What follows belongs to an exercise in optimizing a design on an open flow for small area; a production flow would make more cautious choices. In this exercise RTL edits were held to simulation tests only and were not proved equivalent to the original. Power and IR drop assume default switching activity.

== exp/amber ==
// puzzle
module puzzle (clk, rst, direction, cells_flat, solved);
input           clk, rst;
input [1:0]     direction;
output [63:0]   cells_flat;  
output          solved;
reg  [63:0]     cells;
wire [63:0]     cells_d;
localparam [63:0] INIT = {4'd15, 4'd11, 4'd13, 4'd9,
                          4'd12, 4'd10, 4'd14, 4'd5,
                          4'd4,  4'd8,  4'd7,  4'd6,
                          4'd3,  4'd2,  4'd1,  4'd0};
wire [15:0] empty;            
wire [3:0]  erow, ecol;       
wire [3:0]  nsrow, nscol;     
wire [15:0] src;              
wire [15:0] keep;             
wire [3:0]  mval;             
wire        nrst;
wire mv_h, mv_v, nd0, mv_l, mv_r, mv_u, mv_d;
assign mv_v = direction[1];   
puzzle_inv  u_h  (direction[1], mv_h);  
puzzle_inv  u_d0 (direction[0], nd0);
puzzle_nor2 u_l  (direction[1], direction[0], mv_l);
puzzle_nor2 u_r  (direction[1], nd0, mv_r);
puzzle_nor2 u_u  (mv_h, direction[0], mv_u);
puzzle_nor2 u_dn (mv_h, nd0, mv_d);
puzzle_inv  u_nr (rst, nrst);
genvar i, b;
generate
  for (i = 0; i < 16; i = i + 1) begin : g_empty
    puzzle_nor4 u_z (cells[i*4], cells[i*4+1], cells[i*4+2], cells[i*4+3], empty[i]);
  end
  for (i = 0; i < 4; i = i + 1) begin : g_rc
    puzzle_or4 u_er (empty[i*4], empty[i*4+1], empty[i*4+2], empty[i*4+3], erow[i]);
    puzzle_or4 u_ec (empty[i], empty[4+i], empty[8+i], empty[12+i], ecol[i]);
  end
endgenerate
puzzle_a22oi  u_sr0 (mv_h, erow[0], mv_u, erow[1], nsrow[0]);
puzzle_a222oi u_sr1 (mv_h, erow[1], mv_u, erow[2], mv_d, erow[0], nsrow[1]);
puzzle_a222oi u_sr2 (mv_h, erow[2], mv_u, erow[3], mv_d, erow[1], nsrow[2]);
  ...
==> flow/config.mk <==
export PLATFORM = sky130hd
export DESIGN_NAME = puzzle
export DESIGN_NICKNAME = puzzle
export VERILOG_FILES = /design/flow/design.v
export SDC_FILE = /design/flow/constraint.sdc
export NUM_CORES = 4
export LEC_CHECK = 0
export CAP_MARGIN = 0
export CORE_MARGIN = 2
export CORE_UTILIZATION = 40
export PLACE_DENSITY = 0.6
export SLEW_MARGIN = 0
export SYNTH_HIERARCHICAL = 1
export SYNTH_MINIMUM_KEEP_SIZE = 0
==> flow/constraint.sdc <==
create_clock -name core_clock -period 5.0 [get_ports {clk}]
set_input_delay 1.0000 -clock core_clock [delete_from_list [all_inputs] [get_ports {clk}]]
set_output_delay 1.0000 -clock core_clock [all_outputs]
set_load 0.01 [all_outputs]
standard.sh (not shown) runs the stock make flow with config.mk's settings and CLKGATE_MAP_FILE= SYNTH_SCRIPT=/design/flow/synth_recipe.tcl, a recipe that flattens the netlist after the stock synthesis.
==> flow/flow/run.sh <==
#!/bin/bash
# Standard layout, with these changes: after the standard synthesis every
# combinational cell gets the smallest drive strength of its kind (the
# placer's repair upsizes any that need it), the port buffers are buf_1, and
# clock tree synthesis adds no dummy loads.
set -euo pipefail
R=orfs/results/$FLOW_PLATFORM/puzzle/base
LIB=$FLOW_HOME/platforms/$FLOW_PLATFORM/lib/sky130_fd_sc_hd__tt_025C_1v80.lib
bash standard.sh "$PWD/$R/1_2_yosys.v" > synth.log 2>&1
python3 flow/downsize.py "$LIB" "$R/1_2_yosys.v" > downsize.log 2>&1
export BUFFER_PORTS_ARGS="-buffer_cell sky130_fd_sc_hd__buf_1"
export CTS_ARGS="-sink_clustering_enable -repair_clock_nets -dont_use_dummy_load -buf_list sky130_fd_sc_hd__clkbuf_8"
bash standard.sh > layout.log 2>&1
Other scripts of this flow, unchanged in this note and not shown: flow/flow/downsize.py
exp/amber finished end to end and its layout was clean on timing, DRC and antenna.
Modified inputs, exp/quartz compared to exp/amber
-- flow/flow/run.sh --
<<< exp/amber, line 11
export BUFFER_PORTS_ARGS="-buffer_cell sky130_fd_sc_hd__buf_1"
export CTS_ARGS="-sink_clustering_enable -repair_clock_nets -dont_use_dummy_load -buf_list sky130_fd_sc_hd__clkbuf_8"
bash standard.sh > layout.log 2>&1
>>> exp/quartz, line 11
export BUFFER_PORTS_ARGS="-buffer_cell sky130_fd_sc_hd__buf_1"
export CTS_ARGS="-sink_clustering_enable -repair_clock_nets -dont_use_dummy_load -buf_list sky130_fd_sc_hd__clkbuf_4"
bash standard.sh > layout.log 2>&1
-- flow/config.mk --
<<< exp/amber, line 9
export CORE_MARGIN = 2
export CORE_UTILIZATION = 40
export PLACE_DENSITY = 0.6
export SLEW_MARGIN = 0
>>> exp/quartz, line 9
export CORE_MARGIN = 2
export CORE_UTILIZATION = 70
export GPL_TIMING_DRIVEN = 0
export PLACE_DENSITY = 0.8
export SLEW_MARGIN = 0
### Flow results
- exp/quartz was carried through to the last stage, and its layout satisfied the timing, DRC and antenna checks.
- exp/amber fits on a die that is larger than the die of exp/quartz.
- Compared with exp/amber, exp/quartz shows final net count that has gone down slightly.
- Cells: exp/quartz has fewer instances than exp/amber
- Diff exp/quartz..exp/amber | length in cells of the worst reg-to-reg path | unchanged
- Going from exp/amber to exp/quartz, mean instance size in the synthesized netlist ~0 delta, detailed-route wire length per cell lower, final cell area excluding filler cells shrank by about 3.7%, non-clock buffer instance count of the final layout down 6.
- Higher data arrival time of the critical path was reported by exp/quartz, not exp/amber.
- Delta (exp/quartz minus exp/amber): final routed wirelength across all metal layers went down; number of antenna-violating nets in the routed design barely changed.
Input changes introduced in exp/onyx (baseline for comparison: exp/quartz):
==> flow/flow/run.sh <==
#!/bin/bash
# Standard layout, with two changes: after the standard synthesis every
# combinational cell gets the smallest drive strength of its kind (the
# placer's repair upsizes any that need it), and the port buffers are buf_1.
set -euo pipefail
R=orfs/results/$FLOW_PLATFORM/puzzle/base
LIB=$FLOW_HOME/platforms/$FLOW_PLATFORM/lib/sky130_fd_sc_hd__tt_025C_1v80.lib
bash standard.sh "$PWD/$R/1_2_yosys.v" > synth.log 2>&1
python3 flow/downsize.py "$LIB" "$R/1_2_yosys.v" > downsize.log 2>&1
export BUFFER_PORTS_ARGS="-buffer_cell sky130_fd_sc_hd__buf_1"
bash standard.sh > layout.log 2>&1
-- flow/config.mk --
<<< exp/quartz, line 7
export LEC_CHECK = 0
export CAP_MARGIN = 0
export CORE_MARGIN = 2
export CORE_UTILIZATION = 70
export GPL_TIMING_DRIVEN = 0
export PLACE_DENSITY = 0.8
export SLEW_MARGIN = 0
export SYNTH_HIERARCHICAL = 1
>>> exp/onyx, line 7
export LEC_CHECK = 0
export CAP_MARGIN = 20
export CORE_MARGIN = 2
export CORE_UTILIZATION = 40
export PLACE_DENSITY = 0.6
export SLEW_MARGIN = 20
export SYNTH_HIERARCHICAL = 1
--- outcome ---
exp/onyx closes out successfully: all stages finished, all timing, DRC and antenna checks passed. Relative to exp/quartz, clock latency reported for the late side of the worst-skew pair has decreased by 20 ps in exp/onyx. Sort exp/quartz and exp/onyx by non-clock buffer count desc -> top: exp/onyx. On fraction of area in multi-input gates: between exp/quartz and exp/onyx, it ends up higher for exp/quartz. Summary — non-clock buffer area fraction after layout, exp/onyx relative to exp/quartz: higher, by 0.42 points. Re post-CTS repair timing setup buffer count: no difference whatsoever between exp/quartz and exp/onyx.
--- input diff exp/onyx..exp/harbor ---
==> flow/flow/run.sh <==
#!/bin/bash
# Standard layout, with these changes: after the standard synthesis every
# combinational cell gets the smallest drive strength of its kind (the
# placer's repair upsizes any that need it), the port buffers are buf_1, and
# clock tree synthesis adds no dummy loads.
set -euo pipefail
R=orfs/results/$FLOW_PLATFORM/puzzle/base
LIB=$FLOW_HOME/platforms/$FLOW_PLATFORM/lib/sky130_fd_sc_hd__tt_025C_1v80.lib
bash standard.sh "$PWD/$R/1_2_yosys.v" > synth.log 2>&1
python3 flow/downsize.py "$LIB" "$R/1_2_yosys.v" > downsize.log 2>&1
export BUFFER_PORTS_ARGS="-buffer_cell sky130_fd_sc_hd__buf_1"
export CTS_ARGS="-sink_clustering_enable -repair_clock_nets -dont_use_dummy_load -buf_list sky130_fd_sc_hd__clkbuf_8 -sink_clustering_size 32 -sink_clustering_max_diameter 200"
bash standard.sh > layout.log 2>&1
-- flow/config.mk --
<<< exp/onyx, line 7
export LEC_CHECK = 0
export CAP_MARGIN = 20
export CORE_MARGIN = 2
export CORE_UTILIZATION = 40
export PLACE_DENSITY = 0.6
export SLEW_MARGIN = 20
export SYNTH_HIERARCHICAL = 1
>>> exp/harbor, line 7
export LEC_CHECK = 0
export CAP_MARGIN = 0
export CORE_MARGIN = 2
export CORE_UTILIZATION = 40
export GPL_TIMING_DRIVEN = 0
export PLACE_DENSITY = 0.6
export SLEW_MARGIN = 0
export SYNTH_HIERARCHICAL = 1
Results
In the metrics for exp/onyx and exp/harbor, the one carrying the higher areal power density over the cells is exp/onyx.
Buffering stage count on the worst path with inverters included, exp/onyx and exp/harbor: smaller value in exp/harbor
exp/harbor and exp/onyx ended up with roughly the same post-synthesis cell area.
In the reports for exp/onyx and exp/harbor, the larger total wire length after detailed routing belongs to exp/onyx.
The clock-pin slew on the worst setup and hold paths was comparable across exp/onyx and exp/harbor.
Summary of exp/harbor over exp/onyx: wire length on met2 lower, cell depth of the worst flop-to-flop path lower.
Setup changes, exp/harbor to exp/fjord
-- flow/flow/run.sh --
<<< exp/harbor, line 11
export BUFFER_PORTS_ARGS="-buffer_cell sky130_fd_sc_hd__buf_1"
export CTS_ARGS="-sink_clustering_enable -repair_clock_nets -dont_use_dummy_load -buf_list sky130_fd_sc_hd__clkbuf_8 -sink_clustering_size 32 -sink_clustering_max_diameter 200"
bash standard.sh > layout.log 2>&1
>>> exp/fjord, line 11
export BUFFER_PORTS_ARGS="-buffer_cell sky130_fd_sc_hd__buf_1"
export CTS_ARGS="-sink_clustering_enable -repair_clock_nets -dont_use_dummy_load -buf_list sky130_fd_sc_hd__clkbuf_16 -sink_clustering_size 64 -sink_clustering_max_diameter 500"
bash standard.sh > layout.log 2>&1
Where time the worst path needs with I/O delays and setup is concerned, exp/harbor is outperformed by exp/fjord. Number of resized instances in the post-cts repair step came out exactly the same in exp/harbor and exp/fjord. exp/fjord ended up with a higher overall power after layout than exp/harbor did. There was hardly any difference in total vias in the final route between exp/harbor and exp/fjord. Arrival time of data at the critical path endpoint (lower): exp/fjord. On average vias per placed instance, exp/harbor and exp/fjord are basically level. Comparing exp/harbor with exp/fjord, the final hold slack came out essentially unchanged. Setup slack (higher): exp/fjord. Portion of the clock cycle consumed by the worst path in the final layout: exp/fjord < exp/harbor. exp/fjord vs. exp/harbor: end-of-flow core utilization rose by 1.6 points; global-route usage rose by 0.28 points.

## separate check: timing with driven ports
The results above use ideal ports. As a check the final layouts listed here were re-extracted and re-timed, cells and wires unchanged.
Step 1: set_driving_cell puts a clkbuf_16 on clk and a buf_2 on each other input, an assumption about the parent block.
Step 2 adds t to the input delays and takes it off the output delays; t is the mean of the earliest and latest rising clock arrival at the registers after step 1. Input paths then give back, and output paths get back, about the clock's delay inside the block.
Slacks: ideal ports / drivers / drivers and shift; pairs: ideal ports / drivers.
run	t (ns)	setup slack, ns	worst hold slack (ns)	worst slew at a driven data input, ns
exp/amber	0.347	1.107 / 1.107 / 0.936	0.525 / 0.525 / 0.525	0.04
exp/quartz	0.383	1.050 / 1.050 / 0.908	0.537 / 0.537 / 0.537	0.04
exp/onyx	0.360	1.065 / 1.065 / 0.973	0.528 / 0.528 / 0.528	0.04
exp/harbor	0.356	1.135 / 1.135 / 0.992	0.534 / 0.534 / 0.534	0.05
exp/fjord	0.351	1.149 / 1.149 / 0.989	0.535 / 0.535 / 0.535	0.05
After both steps every run listed still meets setup and hold. The setup slack of exp/amber, which loses most, moves by 0.000 ns with the drivers and by -0.171 ns with both steps.
